Context: an optimization exercise on an open-source flow, tuned for small area and a short achievable clock period. The choices shown serve that exercise and are no tape-out recipe.
RTL that was checked went through simulation tests only; none was proved equivalent to the original.
Function not checked in run 1: the RTL went through the layout flow alone.
Power is estimated from default activity; no workload was simulated.

[flow/design.v]
module ip_stride #(parameter IP_TRACKER_COUNT = 8)
(
	input   logic 			clk,
	input   logic 			rst,
	input   logic   [63:0]  addr_i,
	input 	logic 	[63:0]	ip_i,
	output 	logic 	[63:0]	pref_addr1_o,
	output 	logic 	        pref_valid1_o,
	output 	logic 	[63:0]	pref_addr2_o,
	output 	logic 	        pref_valid2_o,
	output 	logic 	[63:0]	pref_addr3_o,
	output 	logic 	        pref_valid3_o
);
localparam N = IP_TRACKER_COUNT;
localparam CW = 58;
logic [63:0]   ip       [N];
logic [CW-1:0] last_cla [N];
logic [CW-1:0] pred     [N];
logic [N-1:0]  vld;
logic [N-1:0]  lru;
logic          pref_valid1, pref_valid2, pref_valid3;
logic [CW-1:0] cla;
assign cla = addr_i[63:6];
logic          ip_zero;
logic [N-1:0]  eq, vmatch, match, sel, victim, wsel;
logic          hit;
logic ip_nz;
ips_nz64 u_zero (.a(ip_i), .nz(ip_nz));
assign ip_zero = ~ip_nz;
genvar gi;
generate
	for (gi = 0; gi < N; gi++) begin : g_cmp
		logic ne;
		ips_ne64 u_ne (.a(ip[gi]), .b(ip_i), .ne(ne));
		assign eq[gi] = ~ne;
	end
endgenerate
logic nohit;
ips_match #(.N(N)) u_match (.eq(eq), .vld(vld), .ipz(ip_zero), .vmatch(vmatch), .match(match), .nohit(nohit));
assign hit = ~nohit;
always_comb begin
	sel = '0;
	for (int i = 0; i < N; i++) begin
		sel[i] = match[i];
		for (int j = i + 1; j < N; j++)
			if (match[j]) sel[i] = 1'b0;
	end
end
always_comb begin
	victim = '0;
	for (int i = 0; i < N; i++) begin
		victim[i] = ~lru[i];
		for (int j = 0; j < i; j++)
			if (~lru[j]) victim[i] = 1'b0;
	end
end
logic [N*CW-1:0] lc_flat, pr_flat;
always_comb begin
	for (int i = 0; i < N; i++) begin
		lc_flat[i*CW +: CW] = last_cla[i];
		pr_flat[i*CW +: CW] = pred[i];
	end
end
logic [CW-1:0] lsel, nlsel, rd_pred;
ips_sel9n #(.W(CW)) u_lsel (.sel({nohit, vmatch}), .d({cla, lc_flat}), .qn(nlsel));
assign lsel = ~nlsel;
ips_sel8 #(.W(CW)) u_psel (.sel(vmatch), .d(pr_flat), .q(rd_pred));
logic [CW-1:0] p1, p2, p3;
ips_pref #(.W(CW)) u_pref (.c(cla), .nl(nlsel), .p1(p1), .p2(p2), .p3(p3));
assign pref_addr1_o = {p1, 6'b000000};
assign pref_addr2_o = {p2, 6'b000000};
assign pref_addr3_o = {p3, 6'b000000};
assign pref_valid1_o = pref_valid1;
assign pref_valid2_o = pref_valid2;
assign pref_valid3_o = pref_valid3;
logic stride_nz, we, stride_match;
assign stride_nz    = (cla != lsel);
assign we           = ~hit | stride_nz;
assign wsel         = hit ? sel : victim;
assign stride_match = (cla == rd_pred);
logic [N-1:0] lru_set, lru_nxt;
assign lru_set = lru | wsel;
assign lru_nxt = (&lru_set) ? wsel : lru_set;
localparam TW = 64 + 2*CW;
logic [N-1:0] wen, nwen;
logic [TW-1:0] tr_q [N];
logic [TW-1:0] tr_d [N];
assign wen  = {N{we}} & wsel;
assign nwen = ~wen;
generate
	for (gi = 0; gi < N; gi++) begin : g_hold
		assign tr_q[gi] = {ip[gi], last_cla[gi], pred[gi]};
		ips_hold #(.W(TW)) u_hold (.en(wen[gi]), .nen(nwen[gi]), .d({ip_i, cla, p1}), .q(tr_q[gi]), .y(tr_d[gi]));
	end
endgenerate
always_ff @(posedge clk) begin
	for (int i = 0; i < N; i++)
		{ip[i], last_cla[i], pred[i]} <= tr_d[i];
end
always_ff @(posedge clk) begin
	if (rst) begin
		vld         <= '0;
		lru         <= '0;
		pref_valid1 <= 1'b0;
		pref_valid2 <= 1'b0;
		pref_valid3 <= 1'b0;
	end else if (we) begin
		vld <= vld | wsel;
		lru <= lru_nxt;
		if (hit) begin
			pref_valid1 <= stride_match & (p1[CW-1:6] == cla[CW-1:6]);
			pref_valid2 <= stride_match & (p2[CW-1:6] == cla[CW-1:6]);
			pref_valid3 <= stride_match & (p3[CW-1:6] == cla[CW-1:6]);
		end
	end
end
endmodule  
module ips_sel9n #(parameter W = 58)
(
	input  logic [8:0]     sel,
	input  logic [9*W-1:0] d,
	output logic [W-1:0]   qn
);
logic [W-1:0] q;
always_comb begin
	q = '0;
	for (int i = 0; i < 9; i++)
		q = q | ({W{sel[i]}} & d[i*W +: W]);
end
assign qn = ~q;
endmodule
module ips_sel8 #(parameter W = 58)
(
	input  logic [7:0]     sel,
	input  logic [8*W-1:0] d,
	output logic [W-1:0]   q
);
always_comb begin
	q = '0;
	for (int i = 0; i < 8; i++)
		q = q | ({W{sel[i]}} & d[i*W +: W]);
end
endmodule
module ips_hold #(parameter W = 180)
(
	input  logic         en,
	input  logic         nen,
	input  logic [W-1:0] d,
	input  logic [W-1:0] q,
	output logic [W-1:0] y
);
assign y = ({W{en}} & d) | ({W{nen}} & q);
endmodule
module ips_match #(parameter N = 8)
(
	input  logic [N-1:0] eq,
	input  logic [N-1:0] vld,
	input  logic         ipz,
	output logic [N-1:0] vmatch,
	output logic [N-1:0] match,
	output logic         nohit
);
assign vmatch = vld & eq;
assign match  = vmatch | (~vld & {N{ipz}});
assign nohit  = ~(|vmatch) & ~(ipz & ~(&vld));
endmodule
module ips_xor2 (input logic a, input logic b, output logic y);
assign y = a ^ b;
endmodule
module ips_xnor2 (input logic a, input logic b, output logic y);
assign y = ~(a ^ b);
endmodule
module ips_and2 (input logic a, input logic b, output logic y);
assign y = a & b;
endmodule
module ips_nor2 (input logic a, input logic b, output logic y);
assign y = ~(a | b);
endmodule
module ips_nand2 (input logic a, input logic b, output logic y);
assign y = ~(a & b);
endmodule
module ips_ao21 (input logic g, input logic p, input logic x, output logic y);
assign y = g | (p & x);
endmodule
module ips_gp (input logic gh, input logic ph, input logic gl, input logic pl,
               output logic g, output logic p);
assign g = gh | (ph & gl);
assign p = ph & pl;
endmodule
module ips_pg (input logic a, input logic b, output logic p, output logic g);
assign p = a ^ b;
assign g = a & b;
endmodule
module ips_ne64
(
	input  logic [63:0] a,
	input  logic [63:0] b,
	output logic        ne
);
logic [63:0] d;
logic [31:0] e1;
logic [15:0] n2;
logic [7:0]  e3;
logic [3:0]  n4;
logic [1:0]  e5;
genvar i;
generate
	for (i = 0; i < 64; i++) begin : g_d
		ips_xor2 u (.a(a[i]), .b(b[i]), .y(d[i]));
	end
	for (i = 0; i < 32; i++) begin : g_e1
		ips_nor2 u (.a(d[2*i]), .b(d[2*i+1]), .y(e1[i]));
	end
	for (i = 0; i < 16; i++) begin : g_n2
		ips_nand2 u (.a(e1[2*i]), .b(e1[2*i+1]), .y(n2[i]));
	end
	for (i = 0; i < 8; i++) begin : g_e3
		ips_nor2 u (.a(n2[2*i]), .b(n2[2*i+1]), .y(e3[i]));
	end
	for (i = 0; i < 4; i++) begin : g_n4
		ips_nand2 u (.a(e3[2*i]), .b(e3[2*i+1]), .y(n4[i]));
	end
	for (i = 0; i < 2; i++) begin : g_e5
		ips_nor2 u (.a(n4[2*i]), .b(n4[2*i+1]), .y(e5[i]));
	end
endgenerate
ips_nand2 u_top (.a(e5[0]), .b(e5[1]), .y(ne));
endmodule
module ips_nz64
(
	input  logic [63:0] a,
	output logic        nz
);
logic [31:0] e1;
logic [15:0] n2;
logic [7:0]  e3;
logic [3:0]  n4;
logic [1:0]  e5;
genvar i;
generate
	for (i = 0; i < 32; i++) begin : g_e1
		ips_nor2 u (.a(a[2*i]), .b(a[2*i+1]), .y(e1[i]));
	end
	for (i = 0; i < 16; i++) begin : g_n2
		ips_nand2 u (.a(e1[2*i]), .b(e1[2*i+1]), .y(n2[i]));
	end
	for (i = 0; i < 8; i++) begin : g_e3
		ips_nor2 u (.a(n2[2*i]), .b(n2[2*i+1]), .y(e3[i]));
	end
	for (i = 0; i < 4; i++) begin : g_n4
		ips_nand2 u (.a(e3[2*i]), .b(e3[2*i+1]), .y(n4[i]));
	end
	for (i = 0; i < 2; i++) begin : g_e5
		ips_nor2 u (.a(n4[2*i]), .b(n4[2*i+1]), .y(e5[i]));
	end
endgenerate
ips_nand2 u_top (.a(e5[0]), .b(e5[1]), .y(nz));
endmodule
module ips_pref #(parameter W = 58)
(
	input  logic [W-1:0] c,
	input  logic [W-1:0] nl,
	output logic [W-1:0] p1,
	output logic [W-1:0] p2,
	output logic [W-1:0] p3
);
logic [W-1:0] nl2, c2, c4;
assign nl2 = {nl[W-2:0], 1'b1};
assign c2  = {c[W-2:0], 1'b0};
assign c4  = {c[W-3:0], 2'b00};
logic [W-1:0] t2, g2, s2, k2v;
logic [W-1:0] u3, h3, s3, k3v;
genvar i;
generate
	for (i = 0; i < W; i++) begin : g_csa
		ips_pg   u_t2 (.a(c[i]), .b(c2[i]), .p(t2[i]), .g(g2[i]));
		ips_xor2 u_s2 (.a(t2[i]), .b(nl2[i]), .y(s2[i]));
		ips_ao21 u_k2 (.g(g2[i]), .p(t2[i]), .x(nl2[i]), .y(k2v[i]));
		ips_pg   u_u3 (.a(nl[i]), .b(nl2[i]), .p(u3[i]), .g(h3[i]));
		ips_xor2 u_s3 (.a(u3[i]), .b(c4[i]), .y(s3[i]));
		ips_ao21 u_k3 (.g(h3[i]), .p(u3[i]), .x(c4[i]), .y(k3v[i]));
	end
endgenerate
logic [W-1:0] k2, k3;
assign k2 = {k2v[W-2:0], 1'b0};
assign k3 = {k3v[W-2:0], 1'b1};
ips_add #(.W(W)) u_add1 (.a(c2), .b(nl), .cin(1'b1), .s(p1));
ips_add #(.W(W)) u_add2 (.a(s2), .b(k2), .cin(1'b1), .s(p2));
ips_add #(.W(W)) u_add3 (.a(s3), .b(k3), .cin(1'b1), .s(p3));
endmodule
module ips_add #(parameter W = 58)
(
	input  logic [W-1:0] a,
	input  logic [W-1:0] b,
	input  logic         cin,
	output logic [W-1:0] s
);
localparam LV = $clog2(W);
logic [W-1:0] g [LV+1];
logic [W-1:0] p [LV+1];
logic [W-1:0] hp, hg;
logic         g0;
genvar l, i;
generate
	for (i = 0; i < W; i++) begin : g_pg
		ips_pg u (.a(a[i]), .b(b[i]), .p(hp[i]), .g(hg[i]));
	end
	ips_ao21 u_g0 (.g(hg[0]), .p(hp[0]), .x(cin), .y(g0));
	for (i = 0; i < W; i++) begin : g_l0
		if (i == 0) begin : g_b0
			assign g[0][i] = g0;
		end else begin : g_bi
			assign g[0][i] = hg[i];
		end
		assign p[0][i] = hp[i];
	end
	for (l = 0; l < LV; l++) begin : g_lv
		for (i = 0; i < W; i++) begin : g_bit
			if ((i >> l) & 1) begin : g_node
				if ((i >> (l + 1)) == 0) begin : g_gonly
					ips_ao21 u (.g(g[l][i]), .p(p[l][i]), .x(g[l][((i >> l) << l) - 1]), .y(g[l+1][i]));
					assign p[l+1][i] = 1'b0;
				end else begin : g_full
					ips_gp u (.gh(g[l][i]), .ph(p[l][i]), .gl(g[l][((i >> l) << l) - 1]),
					          .pl(p[l][((i >> l) << l) - 1]), .g(g[l+1][i]), .p(p[l+1][i]));
				end
			end else begin : g_pass
				assign g[l+1][i] = g[l][i];
				assign p[l+1][i] = p[l][i];
			end
		end
	end
	for (i = 0; i < W; i++) begin : g_sum
		if (i == 0) begin : g_s0
			ips_xor2 u (.a(hp[0]), .b(cin), .y(s[0]));
		end else begin : g_si
			ips_xor2 u (.a(hp[i]), .b(g[LV][i-1]), .y(s[i]));
		end
	end
endgenerate
endmodule
[flow/flow/run.sh]
#!/bin/bash
# Layout flow: the standard flow (standard synthesis unchanged), with
#  - a setup margin for the resizer's timing repair,
#  - plain buffers (instead of the default delay-cell buffers) on the ports,
#  - a clock tree of mid-size clock buffers over larger sink clusters,
#    without dummy loads.
# Each tool's full output goes to the ORFS logs under orfs/logs; make's own
# output goes to standard.log.
set -euo pipefail
MARGIN=${MARGIN:-7}
bash standard.sh \
  SETUP_SLACK_MARGIN=$MARGIN \
  "BUFFER_PORTS_ARGS=-buffer_cell sky130_fd_sc_hd__buf_2" \
  "CTS_ARGS=-sink_clustering_enable -repair_clock_nets -dont_use_dummy_load -buf_list sky130_fd_sc_hd__clkbuf_8 -sink_clustering_size 16 -sink_clustering_max_diameter 50" \
  finish > standard.log 2>&1
[flow/standard.sh]
#!/bin/bash
# synth_recipe.tcl (not shown) runs the flow's synth.tcl, then flattens the netlist and writes it again
# the make line also repeats each setting of config.mk as NAME=value (left out here)
make -C /OpenROAD-flow-scripts/flow DESIGN_CONFIG=/design/flow/config.mk WORK_HOME=/design/flow/orfs CLKGATE_MAP_FILE= SYNTH_SCRIPT=/design/flow/synth_recipe.tcl "${@:-finish}"
[flow/config.mk]
export PLATFORM = sky130hd
export DESIGN_NAME = ip_stride
export DESIGN_NICKNAME = ip_stride
export VERILOG_FILES = /design/flow/design.v
export SDC_FILE = /design/flow/constraint.sdc
export NUM_CORES = 4
export LEC_CHECK = 0
export CAP_MARGIN = 20
export CORE_MARGIN = 2
export CORE_UTILIZATION = 40
export SETUP_SLACK_MARGIN = 5
export SLEW_MARGIN = 20
export SYNTH_HIERARCHICAL = 1
[flow/constraint.sdc]
create_clock -name core_clock -period 20.0 [get_ports {clk}]
set_input_delay 4.0000 -clock core_clock [delete_from_list [all_inputs] [get_ports {clk}]]
set_output_delay 4.0000 -clock core_clock [all_outputs]
set_load 0.01 [all_outputs]
==> impl_metrics.csv, run 1 <==
group,metric,value,unit
sta,fin_tns_setup,0,ns
min_path,min_path_type,"register to register",
min_path,hold_start,"last_cla[4][48]",
global_route,grt_first_pass_wirelength,389,mm
cts,clk_pin_slew,0.03,ns
final_layout,fin_cells,9875,
final_layout,final_util,0.466,
cts,clkSinkCount,1459,
power_and_ir_drop,leakagePower,38.4,nW
final_layout,areaGrowthSynthToFinish,15.6,%
floorplan,dieArea,0.185,mm²
setup_path,reg2reg_depth,28,
route,first_pass_iters,8,
place,gp_congestion,0.975,
setup_path,r2r_end,"last_cla[3][15]",
synth,yosysWarningCount,23,
setup_path,r2r_start,"ip[6][56]",
power_and_ir_drop,pwr_density_cell,102,mW/mm²
setup_path,r2r_slack,11.94,ns
setup_path,cp_max_fo,26,
floorplan,io-pin-count,325,
synth,synth_edf_count,0,
synth,synth_top_flop_cell,"dfxtp_1",
route,ant_nets,0,
floorplan,die_h,431,µm
place,dp_hpwl,162,mm
sta,rsz0062_at_grt,"yes",
sta,slew_viol_final,0,
cts,clock_latency,0.97,ns
cts,cts_tree,"done",
min_path,min_to,"last_cla[4][48]",
sta,fmax,75.2,MHz
setup_path,critPathArrivalTime,9.31,ns
sta,worst_slew_margin_rel,0.198,
floorplan,design.core.area,0.181,mm²
place,port_buffers,300,
route,drt-total-wl,273,mm
global_route,grt_max_degree,134,
synth,synthArstFlopShare,0,
cts,root_buffer,"clkbuf_8",
setup_path,end_kind,"output pin",
floorplan,row_count,156,
route,via_per_inst,6.15,
cts,hold_buffers,0,
min_path,hold_depth,1,
global_route,grt_util_all_layers,0.276,
setup_path,cp.required,16.00,ns
synth,ys_seq_elements,1459,
synth,yosysSeqAreaShare,0.401,
route,drt_iter0_markers,6894,
sta,tightest_slew,1.20,ns
global_route,grt-ovfl-total,0,
final_layout,nets,7919,
cts,cts_inserted_buffers,152,
synth,avgSynthCellArea,10.3,µm²
setup_path,cp-start-kind,"input port",
global_route,antenna_found_initial,20,
route,wl_per_cell,27.6,µm
route,num_vias,60740,
route,remaining_drc_errors,0,
sta,hold_violations,0,
run_status,status,"finished clean",
final_layout,final_layout_size_suffix_gt1_frac,0.169,
setup_path,path_class,"input port to output pin",
sta,min_period,13.31,ns
synth,yosysUniqueCellTypes,48,
setup_path,max_stage_delay,0.38,ns
floorplan,fp.dieW,431,µm
power_and_ir_drop,ir_worst_vdd,0.0785,mV
synth,netlist_area,0.0728,mm²
synth,synthCells,7066,
floorplan,start_util,0.403,
global_route,grt_pass1_vias,57946,
run,cap_violations,0,
setup_path,cpMaxStageDelayCell,"ha_1",
cts,htreeDepth,4,
place,placed_cells,9432,
sta,finalClockSkew,0.114,ns
cts,clockBufferDepth,3,
sta,post-route-period-util,0.665,
sta,setup-violations-final,0,
registers in the layout, indices dropped and copies added (netlist names):
signal	cells
vld	8
ip	512
lru	8
pref_valid1	1
pref_valid3	1
pred	464
last_cla	464
pref_valid2	1
cells in the mapped netlist, types with 2 or more instances:
library cell | n | area share
nand2b_1 | 7 | 0.00060
nor3b_1 | 2 | 0.00021
buf_1 | 11 | 0.00057
nand2_1 | 212 | 0.011
nor4_2 | 4 | 0.00069
xor2_2 | 6 | 0.0013
nor2_1 | 385 | 0.020
a311oi_2 | 2 | 0.00041
nor4_1 | 40 | 0.0034
nor3_1 | 3 | 0.00021
a221oi_1 | 31 | 0.0037
dfxtp_1 | 1459 | 0.40
buf_4 | 50 | 0.0052
inv_1 | 37 | 0.0019
and2_1 | 311 | 0.027
nand3_1 | 60 | 0.0041
conb_1 | 3 | 0.00015
a22o_1 | 1440 | 0.17
xor2_1 | 966 | 0.12
a21oi_1 | 13 | 0.00089
a221oi_2 | 28 | 0.0058
xnor2_1 | 101 | 0.012
o21ai_0 | 14 | 0.00096
ha_1 | 290 | 0.050
o22ai_1 | 7 | 0.00060
nand4_1 | 126 | 0.011
a22oi_1 | 348 | 0.036
a222oi_1 | 58 | 0.0080
o21a_1 | 2 | 0.00021
o32ai_1 | 4 | 0.00048
a21o_1 | 595 | 0.061
a32o_1 | 2 | 0.00028
buf_2 | 286 | 0.020
clkbuf_1 | 29 | 0.0015
buf_6 | 121 | 0.019
worst max path at each step:
stage | startpoint | to | slack (ns)
after floorplan | ip_i[21] | pref_addr3_o[39] | 7.24
after global placement | ip_i[39] | pref_addr2_o[39] | 4.54
after detailed placement | ip_i[39] | pref_addr1_o[45] | 4.61
after CTS | ip_i[33] | pref_addr3_o[55] | 6.75
after global routing | ip_i[62] | pref_addr3_o[55] | 6.57
final | ip_i[62] | pref_addr3_o[55] | 6.69
per-module statistics from Yosys, one instance, submodules excluded, a selection:
| module | flip-flops and latches | cell area, µm² |
|---|---|---|
| ips_nand2 | 0 | 3.75 |
| ips_pg | 0 | 12.5 |
| ip_stride | 1459 | 33500 |
| ips_gp | 0 | 13.8 |
| ips_ao21 | 0 | 7.51 |
| ips_xor2 | 0 | 8.76 |
per-stage QoR:
stage | setup WS (ns) | total power, mW | hold WS [ns] | area (µm²)
after CTS | 6.75 | 8.37 | 0.467 | 81300
after floorplan | 7.24 | 5.45 | 0.438 | 72900
after global placement | 4.54 | 6.37 | 0.451 | 75500
after global routing | 6.57 | 8.92 | 0.477 | 84100
final | 6.69 | 8.58 | 0.470 | 84100
after detailed placement | 4.61 | 6.44 | 0.453 | 75500
critical path: cells and delay by family:
| kind | cells | cell delay (ns) |
|---|---|---|
| compound gates | 6 | 1.22 |
| fa+ha+maj | 2 | 0.63 |
| simple gates | 12 | 1.48 |
| xor+xnor | 3 | 0.52 |
| buf+inv | 9 | 1.35 |
where the power goes:
part,leakage (nW),switching (mW),internal [mW]
combinational,25.3,1.69,1.35
sequential,12.0,0.364,3.49
clock,1.09,1.01,0.675
total,38.4,3.07,5.51
metal layers:
layer,track usage,share of wire,up-vias
li1,-,-,26983
met1,0.365,0.42,30145
met2,0.421,0.43,2979
met3,0.0589,0.087,625
met4,0.149,0.059,8
met5,0,0.00016,-
layout by cell type (no fill, tap or decap), drive strengths merged, types with 2 or more instances in the layout:
cell type / instances
nand2b: 7
nor4: 44
diode: 8
conb: 35
nand3: 60
a21oi: 13
nand4: 127
a221oi: 59
a32o: 2
a22o: 1440
a222oi: 58
bufbuf: 3
xor2: 972
o21a: 2
a21o: 595
nor2: 385
o22ai: 7
dfxtp: 1459
a311oi: 3
ha: 290
and2: 311
o32ai: 4
nor3: 5
a22oi: 348
o21ai: 14
inv: 37
buf: 720
nor3b: 2
clkbuf: 172
xnor2: 101
nand2: 212
area by class of cell:
class | instances | area [µm²]
Timing Repair inverter | 1 | 8.76
Tap cell | 2370 | 2970
Clock buffer | 152 | 2090
Fill cell | 16834 | 96600
Inverter | 37 | 308
Sequential cell | 1459 | 29200
Multi-Input combinational cell | 5105 | 42700
Timing Repair Buffer | 743 | 6860
Antenna cell | 8 | 20.0
cells by family after synthesis:
family                   Yosys count  share of synthesized area
AND/OR/NAND/NOR                 1158                     0.0788
AO/OA/AOI/OAI                   2549                      0.293
buffers and inverters            534                     0.0475
other                              3                   0.000155
flip-flops                      1459                      0.401
XOR/XNOR                        1073                      0.130
adder cells (fa/ha/maj)          290                     0.0499
what timing repair did:
action                                 in CTS  in global routing
setup endpoints to repair                 167                135
cloned                                      6                 21
pin swaps                                 103                104
resized for setup                         482                329
buffers inserted                          165                 91
endpoints found under the hold margin       0                  0
==> run 2: changes to the inputs <==
--- a/flow/design.v
+++ b/flow/design.v
@@ -296,5 +296,5 @@
 	output logic [W-1:0] s
 );
-localparam LV = $clog2(W);
+localparam LV = (W > 32) ? 6 : (W > 16) ? 5 : (W > 8) ? 4 : (W > 4) ? 3 : (W > 2) ? 2 : 1;
 logic [W-1:0] g [LV+1];
 logic [W-1:0] p [LV+1];
==> impl_metrics.csv, run 2 <==
group,metric,value,unit
global_route,grt_first_pass_wirelength,389,mm
sta,fin_tns_setup,0,ns
sta,tightest_slew,1.20,ns
cts,clk_pin_slew,0.03,ns
route,remaining_drc_errors,0,
synth,synthTopCellsByCount,"dfxtp_1 (1459), a22o_1 (1440), xor2_1 (966), a21o_1 (595), nor2_1 (385)",
setup_path,end_kind,"output pin",
power_and_ir_drop,leakagePower,38.4,nW
place,dp_hpwl,162,mm
place,gp_congestion,0.975,
cts,clock_latency,0.97,ns
global_route,grt_pass1_vias,57946,
power_and_ir_drop,pwr_density_cell,102,mW/mm²
cts,hold_buffers,0,
route,drt-total-wl,273,mm
route,drt_iter0_markers,6894,
global_route,grt_util_all_layers,0.276,
sta,min_period,13.31,ns
synth,avgSynthCellArea,10.3,µm²
setup_path,cp-start-kind,"input port",
final_layout,final_layout_size_suffix_gt1_frac,0.169,
synth,synthArstFlopShare,0,
global_route,antenna_found_initial,20,
final_layout,nets,7919,
floorplan,die_h,431,µm
floorplan,design.core.area,0.181,mm²
place,port_buffers,300,
global_route,met1_usage,0.365,
synth,synth_compound_area_frac,0.293,
synth,synth_top_flop_cell,"dfxtp_1",
floorplan,row_count,156,
cts,clockBufferDepth,3,
final_layout,layout_commonest_cell,"dfxtp_1",
route,first_pass_iters,8,
sta,fmax,75.2,MHz
synth,synth_top_area_cell,"dfxtp_1",
sta,hold_violations,0,
cts,htreeDepth,4,
synth,synth.area.top_cells,"dfxtp_1 (40%), a22o_1 (17%), xor2_1 (12%), a21o_1 (6.1%), ha_1 (5.0%)",
synth,synthMuxAreaShare,0,
synth,synth_top_area_share,0.401,
min_path,min_path_type,"register to register",
sta,worst_slew_margin_rel,0.198,
floorplan,fp.dieW,431,µm
floorplan,dieArea,0.185,mm²
run_status,status,"finished clean",
final_layout,final_util,0.466,
power_and_ir_drop,ir_worst_vdd,0.0785,mV
synth,synth_xor_area_frac,0.130,
sta,hold_ws,0.470,ns
synth,yosysWarningCount,23,
synth,synthCells,7066,
synth,synth_top_family_by_area,"compound AO/OA/AOI/OAI gates",
setup_path,critPathArrivalTime,9.31,ns
synth,yosysUniqueCellTypes,48,
setup_path,cpMaxStageDelayCell,"ha_1",
global_route,grt_max_degree,134,
sta,final.setup.worst_slack,6.69,ns
floorplan,start_util,0.403,
setup_path,max_stage_delay,0.38,ns
place,post-place-ws,4.61,ns
sta,finalClockSkew,0.114,ns
synth,synth_fa_ha_area_frac,0.0499,
sta,post-route-period-util,0.665,
final_layout,largest_register_ffs,512,
synth,synth_edf_count,0,
route,wl_per_cell,27.6,µm
setup_path,critPathBufInv,9,
setup_path,cpLargestDelayFamily,"simple AND/OR/NAND/NOR gates",
run,cap_violations,0,
sta,rsz0062_at_grt,"yes",
global_route,grt-busiest-layer,"met2",
setup_path,path_class,"input port to output pin",
place,placed_cells,9432,
synth,netlist_area,0.0728,mm²
cts,clkSinkCount,1459,
final_layout,nFillCells,16834,
setup_path,cp.required,16.00,ns
power_and_ir_drop,total_power,8.58,mW
route,via_per_inst,6.15,
sta,slew_viol_final,0,
floorplan,io-pin-count,325,
route,ant_nets,0,
place,dpl_cell_area,0.0755,mm²
global_route,use_met2,0.421,
global_route,grtUsageMet3,0.0589,
sta,setup-violations-final,0,
cts,cts_tree,"done",
synth,synthSimpleGateAreaFrac,0.0788,
cts,cts_inserted_buffers,152,
final_layout,fin_cells,9875,
synth,yosysSeqAreaShare,0.401,
final_layout,mostFrequentLayoutCells,"dfxtp_1 (1459), a22o_1 (1440), xor2_1 (859)",
route,num_vias,60740,
setup_path,cp_max_fo,26,
synth,ys_seq_elements,1459,
cts,root_buffer,"clkbuf_8",
global_route,grt-ovfl-total,0,
final_layout,fin_area,0.0841,mm²
synth,synthMostInstantiatedCell,"dfxtp_1",
final_layout,areaGrowthSynthToFinish,15.6,%
-- run 2: final cells by class --
cell class,count,area [µm²],share of cell area
Inverter,37,308,0.00366
Tap cell,2370,2970,0.0352
Multi-Input combinational cell,5105,42700,0.507
Clock buffer,152,2090,0.0249
Antenna cell,8,20.0,0.000238
Timing Repair Buffer,743,6860,0.0815
Timing Repair inverter,1,8.76,0.000104
Sequential cell,1459,29200,0.347
-- run 2: per-module statistics from Yosys (local to each module, per instance), a selection --
module     cell area (µm²)  cells  copies in the design
ips_gp                13.8      2                   309
ips_ao21              7.51      1                   285
ips_pg                12.5      1                   290
ip_stride            33500   2029                     1
ips_nand2             3.75      1                   189
ips_xor2              8.76      1                   802
-- run 2: worst register-to-register path, delay by kind of cell, from the launching register on --
kind / cells / cell delay, ns
AND/OR/NAND/NOR: 14 / 3.48
AO/OA/AOI/OAI: 3 / 0.72
buffers and inverters: 9 / 2.74
XOR/XNOR: 2 / 0.67
flip-flops: 1 / 0.33
-- run 2: final timing paths --
| check | startpoint | endpoint | slack (ns) | cells after the start |
|---|---|---|---|---|
| hold / removal | last_cla[4][48] | last_cla[4][48] | 0.47 | 1 |
| hold reg to reg | last_cla[4][48] | last_cla[4][48] | 0.47 | 1 |
| setup / recovery | ip_i[62] | pref_addr3_o[55] | 6.69 | 32 |
| setup reg to reg | ip[6][56] | last_cla[3][15] | 11.94 | 28 |
-- run 2: power by group --
part | internal [mW] | switching, mW
Clock | 0.675 | 1.01
Combinational | 1.35 | 1.69
Sequential | 3.49 | 0.364
Total | 5.51 | 3.07
-- run 2: timing repair --
item | in CTS | in global routing
cloned | 6 | 21
setup endpoints to repair | 167 | 135
buffers inserted | 165 | 91
gates resized for setup | 482 | 329
pin swaps | 103 | 104
-- run 2: kinds of logic after synthesis --
logic type	after synthesis
adder cells (fa/ha/maj)	290
AO/OA/AOI/OAI	2549
flip-flops	1459
AND/OR/NAND/NOR	1158
buffers and inverters	534
XOR/XNOR	1073
other	3
-- run 2: per-layer routing --
metal | vias to the layer above | wire length (µm) | part of all wire
met2 | 2979 | 118000 | 0.43
met1 | 30145 | 115000 | 0.42
met3 | 625 | 23700 | 0.087
met5 | - | 44 | 0.00016
met4 | 8 | 16100 | 0.059
li1 | 26983 | - | -

[port drivers added, routing unchanged]
Ports are ideal in the flow. The routed layouts listed here were re-timed in OpenROAD.
Step 1, drivers: a clkbuf_16 drives clk and a buf_2 each remaining input, both assumed.
Step 2 adds t to the input delays and takes it off the output delays; t is the mean of the earliest and latest rising clock arrival at the registers after step 1. Input paths then give back, and output paths get back, about the clock's delay inside the block.
Slacks: no drivers / after step 1 / after step 2; pairs: no drivers / after step 1.
| run | t, ns | setup slack, ns | worst setup path after step 2 | worst register clock-pin slew, ns | cell pins on the clock port's net |
|---|---|---|---|---|---|
| run 1 | 1.005 | 6.694 / 6.596 / 6.596 | input to output | 0.11 / 0.11 | 1 |
| run 2 | 1.005 | 6.694 / 6.596 / 6.596 | input to output | 0.11 / 0.11 | 1 |
After both steps setup and hold are still met in every run listed.
